Context: an optimization exercise on an open-source flow, tuned for small area, a short achievable clock period and few clock cycles. The choices shown serve that exercise and are no tape-out recipe. In this exercise RTL edits were held to simulation tests only and were not proved equivalent to the original. Power and IR drop assume default switching activity.

==> v38: inputs <==
// TPU
module TPU(
    clk,
    rst_n,
    in_valid,
    K,
    M,
    N,
    busy,
    A_wr_en,
    A_index,
    A_data_in,
    A_data_out,
    B_wr_en,
    B_index,
    B_data_in,
    B_data_out,
    C_wr_en,
    C_index,
    C_data_in,
    C_data_out
);
==> flow/config.mk <==
export PLATFORM = sky130hd
export DESIGN_NAME = TPU
export DESIGN_NICKNAME = TPU
export VERILOG_FILES = /design/flow/design.v
export SDC_FILE = /design/flow/constraint.sdc
export NUM_CORES = 4
export LEC_CHECK = 0
export CAP_MARGIN = 20
export CORE_MARGIN = 2
export CORE_UTILIZATION = 60
export CTS_CLUSTER_DIAMETER = 90
export CTS_CLUSTER_SIZE = 22
export PLACE_DENSITY = 0.72
export SLEW_MARGIN = 20
export TNS_END_PERCENT = 50
==> flow/constraint.sdc <==
create_clock -name core_clock -period 10.0 [get_ports {clk}]
set_input_delay 2.0000 -clock core_clock [delete_from_list [all_inputs] [get_ports {clk}]]
set_output_delay 2.0000 -clock core_clock [all_outputs]
set_load 0.01 [all_outputs]
standard.sh (not shown) runs the stock make flow with config.mk's settings and CLKGATE_MAP_FILE= SYNTH_SCRIPT=/design/flow/synth_recipe.tcl, a recipe that flattens the netlist after the stock synthesis.
==> flow/flow/run.sh <==
#!/bin/bash
# Layout: the standard flow (standard.sh, unchanged synthesis), with the
# timing repair aimed at a shorter period than the 10 ns constraint, so that
# the layout's achieved period is pushed down. The make output goes to
# standard.log; ORFS keeps each step's own log under orfs/logs/.
set -euo pipefail
cd "$(dirname "${BASH_SOURCE[0]}")/.."
bash standard.sh SETUP_SLACK_MARGIN=7.0 finish > standard.log 2>&1
==> inputs of v29, as changes to v38 <==
--- a/flow/design.v
+++ b/flow/design.v
@@ -13,17 +13,17 @@
 wire pp2_0, pp2_1, pp2_2, pp2_3, pp2_4, pp2_5, pp2_6, pp2_7, pp2_8, pp2_9;
 wire pp3_0, pp3_1, pp3_2, pp3_3, pp3_4, pp3_5, pp3_6, pp3_7, pp3_8, pp3_9;
 wire s1, c2, s3, c4, s5, c6, s7, c8, s9, c10, s11, c12;
 wire s13, c14, s15, c16, s17, c18, s19, c20, s21, c22, s23, c24;
 wire s25, c26, s27, c28, s29, c30, s31, c32, s33, c34, s35, c36;
 wire s37, c38, s39, c40, s41, c42, s43, c44, s45, c46, s47, c48;
 wire s49, c50, s51, c52, s53, c54, s55, c56, s57, c58, s59, c60;
 reg p0_0, p0_1, p0_2, p1_2, p0_3, p1_3, p0_4, p1_4, p0_5, p1_5, p0_6, p1_6, p0_7, p1_7, p0_8, p1_8, p0_9, p1_9, p0_10, p1_10, p0_11, p1_11, p0_12, p1_12, p0_13, p1_13, p0_14, p1_14, p0_15;
-wire [15:0] q = acc_lo;
+wire [15:0] q = clr ? 16'd0 : acc_lo;
 assign pp0_0 = ((s[0] & b[0]) | (s[2] & b3[0]));
 assign pp0_1 = ((s[0] & b[1]) | (s[1] & b[0]) | (s[2] & b3[1]));
 assign pp0_2 = ((s[0] & b[2]) | (s[1] & b[1]) | (s[2] & b3[2]));
 assign pp0_3 = ((s[0] & b[3]) | (s[1] & b[2]) | (s[2] & b3[3]));
 assign pp0_4 = ((s[0] & b[4]) | (s[1] & b[3]) | (s[2] & b3[4]));
 assign pp0_5 = ((s[0] & b[5]) | (s[1] & b[4]) | (s[2] & b3[5]));
 assign pp0_6 = ((s[0] & b[6]) | (s[1] & b[5]) | (s[2] & b3[6]));
 assign pp0_7 = ((s[0] & b[7]) | (s[1] & b[6]) | (s[2] & b3[7]));
@@ -146,17 +146,17 @@
     p1_11 <= c26;
     p0_12 <= s29;
     p1_12 <= c28;
     p0_13 <= s31;
     p1_13 <= c30;
     p0_14 <= pp3_8;
     p1_14 <= c32;
     p0_15 <= pp3_9;
-    {cy, acc_lo} <= clr ? 17'd0 : x + y;
+    {cy, acc_lo} <= x + y;
     acc_hi <= clr ? 8'd0 : acc_hi + cy;
 end
 endmodule
 module TPU(
     clk,
     rst_n,
     in_valid,
     K,
@@ -202,35 +202,35 @@
 reg [7:0]   k_r, m_r, n_r;
 wire [7:0]  km1   = k_r - 8'd1;
 wire [7:0]  mm1   = m_r - 8'd1;
 wire [5:0]  mgm1  = mm1[7:2];    
 wire [1:0]  mlast = mm1[1:0];    
 wire [7:0]  nm1   = n_r - 8'd1;
 reg         setup;       
 reg         iss;         
-reg [2:0]   stall;       
+reg         first;       
+reg [1:0]   stall;       
 reg [7:0]   kdown;       
 reg [5:0]   gdown;       
 reg [5:0]   hdown;       
 reg [13:0]  a_idx, b_idx, b_base;
 assign A_index = {2'b00, a_idx};
 assign B_index = {2'b00, b_idx};
-wire        v      = iss & (stall == 3'd0);
-wire        cm     = setup | (iss & (stall == 3'd1));
+wire        v      = iss & (stall == 2'd0);
 wire        k_last = (kdown == 8'd0);
 wire        g_last = (gdown == 6'd0);
 wire        h_last = (hdown == 6'd0);
 wire [1:0]  rows_m1 = g_last ? mlast : 2'd3;
 reg [11:0]  a_op [0:3];      
 reg [7:0]   b_op [0:3];
 reg [9:0]   b3_op [0:3];     
-reg         c1, l1, j1;
+reg         f1, l1, j1;
 reg [1:0]   r1;
-reg         c2, l2, j2;
+reg         f2, l2, j2;
 reg [1:0]   r2;
 reg         rd_act, rd_job_last;
 reg [1:0]   rd_row, rd_left;
 reg         wr_job_last;
 reg [13:0]  c_idx;
 reg [95:0]  wr_data;
 assign C_index = {2'b00, c_idx};
 always @(posedge clk) begin
@@ -265,25 +265,26 @@
                 b_base <= b_idx + 14'd1;
             end
         end
     end
     if (setup)
         c_idx <= 14'd0;
     else if (C_wr_en)
         c_idx <= c_idx + 14'd1;
-    c2 <= c1;
+    f2 <= f1;
 end
 always @(posedge clk or negedge rst_n) begin
     if (!rst_n) begin
         busy    <= 1'b0;
         setup   <= 1'b0;
         iss     <= 1'b0;
-        stall   <= 3'd0;
-        c1      <= 1'b0;
+        first   <= 1'b0;
+        stall   <= 2'd0;
+        f1      <= 1'b0;
         l1      <= 1'b0;
         j1      <= 1'b0;
         r1      <= 2'd0;
         l2      <= 1'b0;
         j2      <= 1'b0;
         r2      <= 2'd0;
         rd_act  <= 1'b0;
         rd_job_last <= 1'b0;
@@ -292,31 +293,34 @@
         C_wr_en <= 1'b0;
         wr_job_last <= 1'b0;
     end else begin
         if (in_valid)
             busy <= 1'b1;
         setup <= in_valid;
         if (setup) begin
             iss   <= 1'b1;
-            stall <= 3'd0;
+            first <= 1'b1;
+            stall <= 2'd0;
         end else if (iss) begin
-            if (stall != 3'd0) begin
-                stall <= stall - 3'd1;
+            if (stall != 2'd0) begin
+                stall <= stall - 2'd1;
             end else begin
+                first <= 1'b0;
                 if (k_last) begin
-                    stall <= {1'b0, rows_m1} + 3'd1;
+                    first <= 1'b1;
+                    stall <= rows_m1;
                     if (g_last && h_last) begin
                         iss   <= 1'b0;
-                        stall <= 3'd0;
+                        stall <= 2'd0;
                     end
                 end
             end
         end
-        c1 <= cm;
+        f1 <= v & first;
         l1 <= v & k_last;
         j1 <= v & k_last & g_last & h_last;
         r1 <= rows_m1;
         l2 <= l1;
         j2 <= j1;
         r2 <= r1;
         if (l2) begin
             rd_act      <= 1'b1;
@@ -351,17 +355,17 @@
 wire [7:0]  acc_hi [0:15];
 wire        cy     [0:15];
 genvar r, c;
 generate
     for (r = 0; r < 4; r = r + 1) begin : row
         for (c = 0; c < 4; c = c + 1) begin : col
             PE pe(
                 .clk(clk),
-                .clr(c2),
+                .clr(f2),
                 .s(a_op[r]),
                 .b(b_op[c]),
                 .b3(b3_op[c]),
                 .acc_lo(acc_lo[4*r+c]),
                 .acc_hi(acc_hi[4*r+c]),
                 .cy(cy[4*r+c])
             );
         end
==> flow/run.sh (new file) <==
#!/bin/bash
# synth_recipe.tcl (not shown) runs the flow's synth.tcl, then flattens the netlist and writes it again
# the make line also repeats each setting of config.mk as NAME=value (left out here)
make -C /OpenROAD-flow-scripts/flow DESIGN_CONFIG=/design/flow/config.mk WORK_HOME=/design/flow/orfs CLKGATE_MAP_FILE= SYNTH_SCRIPT=/design/flow/synth_recipe.tcl finish
- CORE_UTILIZATION: 60 -> 40
- CTS_CLUSTER_DIAMETER: 90 -> not set
- CTS_CLUSTER_SIZE: 22 -> not set
- PLACE_DENSITY: 0.72 -> not set
- TNS_END_PERCENT: 50 -> not set
removed: flow/flow/run.sh
removed: flow/standard.sh
==> run summary <==
- Power: v38 is smaller than v29 (6.1%).
- Final area: v29 is higher than v38 (about 10%).
- In v29 the clock power is larger than in v38, by 83%.
- Against v29, the sequential share of layout area of v38 is higher by 3.3 points.
- Of v38 and v29, v38 has the higher first-iteration DRC count (gap about 14%, measured against v29).
- In v38 the combinational power is larger than in v29, by about 10%.
- Of v29 and v38, v29 has the higher synthesized area (gap 5.5%, measured against v38).
- Between v38 and v29, the lower setup slack is in v29 (gap 1.3 ns).
- In v38 the global-route usage is higher than in v29, by 10 points.
Testbench counts of v38, summed over its fixed seeds: cycles 431,998.
Testbench counts of v29, summed over its fixed seeds: cycles 424,122.

## afterwards: timing with drivers on the ports
The flow's constraints put no driver on any port. The routed layouts listed below were extracted and timed again, unchanged, in two steps.
Step 1, drivers: a clkbuf_16 drives clk and a buf_2 each remaining input, both assumed.
Step 2 moves the port delays by t, midway between the first and last clock arrival at a register: inputs arrive t later, outputs are due t later. That takes back most of the time a late clock gives input paths.
Three values: ideal, step 1, step 2; two values: the first two.
run	shift t [ns]	setup WS [ns]	latest minus earliest clock arrival (ns)
v38	0.749	6.777 / 6.704 / 6.227	0.038 / 0.038
v29	0.863	5.503 / 5.503 / 5.503	0.029 / 0.029
After both steps setup and hold are still met in every run listed. The setup slack of v38, which loses most, moves by -0.073 ns with the drivers and by -0.550 ns with both steps.
